From an optimization exercise on the open Yosys and OpenROAD flow, aimed at small area; shortcuts taken in it are not production practice.
Where RTL was checked, it was by simulation tests only, not by an equivalence proof against the original.
Power and IR drop assume default switching activity.

## south
==> flow/design.v <==
module L2RnR2L(clk8,reset8,frame_busy,cmd_inst,cmd_data,neo_size,sizeplus1,
   l2r_data,l2r_done,l2r_go);
   input clk8;
   input reset8;
   input frame_busy;
   input [3:0] cmd_inst;
   input [27:0] cmd_data;
   input [7:0] neo_size;
   input [7:0] sizeplus1;
   output l2r_done;
   output [25:0] l2r_data;
   output l2r_go;
   localparam s_cmd   = 4'b0000;  
   localparam s_start = 4'b0001;
   localparam s_addr  = 4'b0011;
   localparam s_lim   = 4'b0010;
   localparam s_cmp   = 4'b0110;
   localparam s_color = 4'b0111;
   localparam s_go1   = 4'b0101;  
   localparam s_go    = 4'b1110;
   localparam s_busy1 = 4'b1100;
   localparam s_busy  = 4'b1101;
   localparam s_done  = 4'b1001;
   localparam s_cmd1  = 4'b1000;  
   localparam i_init  = 3'b000;
   localparam i_start = 3'b001;
   localparam i_addr  = 3'b011;
   localparam i_loop  = 3'b010;
   localparam i_iter  = 3'b110;
   localparam i_nexte = 3'b111;  
   localparam i_next  = 3'b101;
   localparam i_pause = 3'b100;  
   reg [3:0] mainsm;
   reg [2:0] iteraysm;
   reg [2:0] num_lites;
   reg [7:0] brite;
   reg wrap;             
   reg [4:0] la;         
   reg [7:0] lb;         
   reg [3:0] lc;         
   reg cmp_left, cmp_rite;
   reg [4:0] inner_rite_lite;
   reg [4:0] inner_rite_lim;
   reg [4:0] iteray;
   reg iteray_up;
   reg [11:0] random;
   reg [2:0] dcode;      
   assign l2r_data = {1'b0, la, lb, lc[3], 3'b000, lc[2], {3{lc[1]}}, {4{lc[0]}}};
   assign l2r_done = (mainsm == s_cmd1);
   assign l2r_go   = (mainsm == s_go) | (mainsm == s_busy1);
   wire cmdlike   = (mainsm == s_cmd) | (mainsm == s_cmd1);
   wire sel_color = (mainsm == s_go1);
   wire pend      = ~mainsm[3];
   wire iteray_done = (iteraysm == i_pause);
   wire iteray_en   = (iteraysm == i_nexte);
   function ge5(input [4:0] x, input [4:0] y);
      integer i; reg c;
      begin
         c = 1'b1;
         for (i = 0; i < 5; i = i + 1)
            c = (x[i] & ~y[i]) | (x[i] & c) | (~y[i] & c);
         ge5 = c;
      end
   endfunction
   function [4:0] sub5(input [4:0] x, input [4:0] y);
      integer i; reg c;
      begin
         c = 1'b1;
         for (i = 0; i < 5; i = i + 1) begin
            sub5[i] = x[i] ^ ~y[i] ^ c;
            c = (x[i] & ~y[i]) | (x[i] & c) | (~y[i] & c);
         end
      end
   endfunction
   function [4:0] add5(input [4:0] x, input [4:0] y);
      integer i; reg c;
      begin
         c = 1'b0;
         for (i = 0; i < 5; i = i + 1) begin
            add5[i] = x[i] ^ y[i] ^ c;
            c = (x[i] & y[i]) | (x[i] & c) | (y[i] & c);
         end
      end
   endfunction
   wire [4:0] inc  = la + 1'b1;
   wire [4:0] addr_p = wrap ? 5'd0 : inc;      
   wire [4:1] addr = pend ? addr_p[4:1] : la[4:1];
   wire at_max = (la == neo_size[4:0]);
   wire pend16 = pend & ~wrap & (la == 5'd15);
   always @ (posedge clk8 or posedge reset8)
   begin
      if (reset8)
         mainsm <= s_cmd;
      else
         case (mainsm)
            s_cmd, s_cmd1:
               if (cmd_inst == 4'h6) mainsm <= s_start;
               else mainsm <= s_cmd;
            s_start: mainsm <= s_addr;
            s_addr:  mainsm <= s_lim;
            s_lim:   mainsm <= s_cmp;
            s_cmp:   mainsm <= s_color;
            s_color: mainsm <= s_go1;
            s_go1, s_go:
               if (frame_busy) mainsm <= s_busy1;
               else mainsm <= s_go;
            s_busy1, s_busy:
               if (!frame_busy) mainsm <= s_done;
               else mainsm <= s_busy;
            s_done:  mainsm <= s_cmd1;
            default: mainsm <= s_cmd;
         endcase
   end
   always @ (posedge clk8 or posedge reset8)
   begin
      if (reset8)
         begin
            wrap <= 1'b1;
         end
      else
         begin
            if (mainsm == s_cmd1)
               wrap <= at_max;
         end
   end
   always @ (posedge clk8)
   begin
      if (cmdlike)
         begin
            num_lites <= cmd_data[22:20];
            brite     <= cmd_data[19:12];
         end
   end
   wire [4:0] left_addr_hi = add5({2'b00, num_lites}, iteray);
   wire [4:0] rite_addr_lo = sub5(inner_rite_lim, iteray);
   wire [4:0] rite_addr_hi = sub5(neo_size[4:0], iteray);
   wire [4:0] cl_d = sub5(addr_p, iteray);
   wire cl_c1 = iteray[0] & num_lites[0];
   wire cl_c2 = (iteray[1] & num_lites[1]) | (iteray[1] & cl_c1) | (num_lites[1] & cl_c1);
   wire cl_c3 = (iteray[2] & num_lites[2]) | (iteray[2] & cl_c2) | (num_lites[2] & cl_c2);
   wire cl_b = ge5(addr_p, iteray) & ~(iteray[4] & iteray[3] & cl_c3) & ~cl_d[4] & ~cl_d[3] & ge5({2'b00, num_lites}, {2'b00, cl_d[2:0]});
   always @ (posedge clk8)
   begin
      if (mainsm == s_cmp)
         begin
            cmp_left <= cl_b;
            cmp_rite <= ge5(addr_p, rite_addr_lo) & ge5(rite_addr_hi, addr_p);
         end
   end
   always @ (posedge clk8 or posedge reset8)
   begin
      if (reset8)
         iteraysm <= i_init;
      else
         case (iteraysm)
            i_init:
               if (sel_color) iteraysm <= i_start;
            i_start: iteraysm <= i_addr;
            i_addr:
               if (addr[4:3] == 2'b01) iteraysm <= i_loop;
            i_loop:
               if (iteray_up == 1'b0 && iteray == 5'b00000)
                  iteraysm <= i_pause;
               else
                  iteraysm <= i_iter;
            i_iter: iteraysm <= i_nexte;
            i_nexte, i_next:
               if (addr[4]) iteraysm <= i_addr;
               else iteraysm <= i_next;
            i_pause:
               if (mainsm == s_cmd1 && at_max) iteraysm <= i_init;
         endcase
   end
   always @ (posedge clk8)
   begin
      if (iteraysm == i_start)
         inner_rite_lite <= sub5(sizeplus1[4:0], {2'b00, num_lites});
   end
   always @ (posedge clk8 or posedge reset8)
   begin
      if (reset8)
         inner_rite_lim <= 5'b00000;
      else if (iteraysm == i_start)
         inner_rite_lim <= sub5(neo_size[4:0], {2'b00, num_lites});
   end
   wire it_eq  = (iteray == inner_rite_lite);
   wire it_dec = ~iteray_up | it_eq;
   wire [4:0] it_z = iteray ^ {5{it_dec}};
   wire [4:0] it_t;
   assign it_t[0] = iteray_en;
   assign it_t[1] = it_t[0] & it_z[0];
   assign it_t[2] = it_t[1] & it_z[1];
   assign it_t[3] = it_t[2] & it_z[2];
   assign it_t[4] = it_t[3] & it_z[3];
   always @ (posedge clk8 or posedge reset8)
   begin
      if (reset8)
         begin
            iteray    <= 5'b00000;
            iteray_up <= 1'b1;
         end
      else
         begin
            if (iteray_en == 1'b1 && it_eq)
               iteray_up <= 1'b0;
            else if (iteray_done == 1'b1)
               iteray_up <= 1'b1;
            iteray <= iteray ^ it_t;
         end
   end
   wire feedback = random[10] ~^ random[9];
   wire [1:0] nx_code = pend16 ? random[10:9] : random[11:10];
   always @ (posedge clk8 or posedge reset8)
   begin
      if (reset8)
         begin
            random <= 12'h563;
            dcode  <= 3'b000;
         end
      else
         begin
            if (sel_color & pend16)
               random <= {random[10:0], feedback};
            if (iteray_done)
               dcode <= {1'b1, nx_code};
         end
   end
   reg [3:0] rite_c, left_c, mix_c;
   always @*
   begin
      if (!dcode[2])
         begin
            rite_c = 4'b0110;
            left_c = 4'b0001;
            mix_c  = 4'b0111;
         end
      else
         case (dcode[1:0])
            2'b00:   begin rite_c = 4'b0001; left_c = 4'b0100; mix_c = 4'b0101; end
            2'b01:   begin rite_c = 4'b0001; left_c = 4'b1000; mix_c = 4'b1001; end
            2'b10:   begin rite_c = 4'b1001; left_c = 4'b0101; mix_c = 4'b1101; end
            default: begin rite_c = 4'b0110; left_c = 4'b1000; mix_c = 4'b1110; end
         endcase
   end
   wire mixed = cmp_left & cmp_rite;
   reg [7:0] lb_d;
   reg bc, bh;
   integer k;
   always @*
   begin
      bc = 1'b0;
      for (k = 0; k < 8; k = k + 1)
         begin
            bh = (k < 7) ? (brite[k+1] & mixed) : 1'b0;
            lb_d[k] = brite[k] ^ bh ^ bc;
            bc = (brite[k] & bh) | (brite[k] & bc) | (bh & bc);
         end
   end
   always @ (posedge clk8 or posedge reset8)
   begin
      if (reset8)
         begin
            la <= 5'b00000;
            lb <= 8'h00;
            lc <= 4'h0;
         end
      else if (sel_color)
         begin
            la <= addr_p;
            lb <= lb_d;
            case ({cmp_left, cmp_rite})
               2'b00: lc <= 4'h0;
               2'b01: lc <= rite_c;
               2'b10: lc <= left_c;
               2'b11: lc <= mix_c;
            endcase
         end
   end
endmodule
export LEC_CHECK = 0
export CAP_MARGIN = 20
export CORE_MARGIN = 2
export CORE_UTILIZATION = 70
export PLACE_DENSITY = 0.85
export SLEW_MARGIN = 20
create_clock -name core_clock -period 10.0 [get_ports {clk8}]
standard.sh (not shown) runs the stock make flow with config.mk's settings and CLKGATE_MAP_FILE= SYNTH_SCRIPT=/design/flow/synth_recipe.tcl, a recipe that flattens the netlist after the stock synthesis.
==> flow/flow/run.sh <==
#!/bin/bash
set -euo pipefail
export BUFFER_PORTS_ARGS="-buffer_cell sky130_fd_sc_hd__buf_1"
export CTS_ARGS="-sink_clustering_enable -repair_clock_nets -dont_use_dummy_load"
bash standard.sh > standard.log 2>&1
## Diff of input files: north against south
--- a/flow/design.v
+++ b/flow/design.v
@@ -84,11 +84,10 @@
    endfunction
    wire [4:0] inc  = la + 1'b1;
    wire [4:0] addr_p = wrap ? 5'd0 : inc;      
    wire [4:1] addr = pend ? addr_p[4:1] : la[4:1];
    wire at_max = (la == neo_size[4:0]);
-   wire pend16 = pend & ~wrap & (la == 5'd15);
    always @ (posedge clk8 or posedge reset8)
    begin
       if (reset8)
          mainsm <= s_cmd;
       else
@@ -207,25 +206,29 @@
                iteray_up <= 1'b1;
             iteray <= iteray ^ it_t;
          end
    end
    wire feedback = random[10] ~^ random[9];
-   wire [1:0] nx_code = pend16 ? random[10:9] : random[11:10];
-   always @ (posedge clk8 or posedge reset8)
-   begin
-      if (reset8)
-         begin
-            random <= 12'h563;
-            dcode  <= 3'b000;
-         end
-      else
-         begin
-            if (sel_color & pend16)
+   always @ (posedge clk8 or posedge reset8)
+   begin
+      if (reset8)
+         begin
+            random   <= 12'h563;
+            dcode[2] <= 1'b0;
+         end
+      else
+         begin
+            if (mainsm == s_cmd1 && la == 5'd15 && !at_max)
                random <= {random[10:0], feedback};
             if (iteray_done)
-               dcode <= {1'b1, nx_code};
-         end
+               dcode[2] <= 1'b1;
+         end
+   end
+   always @ (posedge clk8)
+   begin
+      if (iteray_done)
+         dcode[1:0] <= random[11:10];
    end
    reg [3:0] rite_c, left_c, mix_c;
    always @*
    begin
       if (!dcode[2])
--- outcome ---
north: done, clean on timing, DRC and antenna
HPWL after detailed placement up 250 um in north wrt south
Between south and north, synthesized-area fraction occupied by and/or/nand/nor cells is lower for north, south comes in above that.
Compared with south, north shows total track usage higher by 0.88 points.
Multiplexer area fraction after synthesis (higher): north
Going from south to north, total power per unit cell area grew by about 2.5%; cell area +130 um^2; maximum frequency flat.
Any difference in number of standard cells in the layout, taps in and fillers out between south and north is small enough to ignore.
Function not checked in north: the RTL went through the layout flow alone.

## what the ideal ports hide
The results above use ideal ports. As a check the final layouts listed here were re-extracted and re-timed, cells and wires unchanged. Step 1, drivers: a clkbuf_16 drives clk8 and a buf_2 each remaining input, both assumed. Step 2 adds t to the input delays and takes it off the output delays; t is the mean of the earliest and latest rising clock arrival at the registers after step 1. Input paths then give back, and output paths get back, about the clock's delay inside the block. a / b / c = no drivers / after step 1 / after step 2; a / b = the first two.
run	t, ns	setup WS [ns]	cell pins on the clock port's net
south	0.365	5.764 / 5.773 / 5.408	1
north	0.365	5.753 / 5.763 / 5.398	1
After both steps setup and hold are still met in every run listed. For south, which loses most, drivers alone change the setup slack by +0.009 ns; drivers and shift together by -0.356 ns.
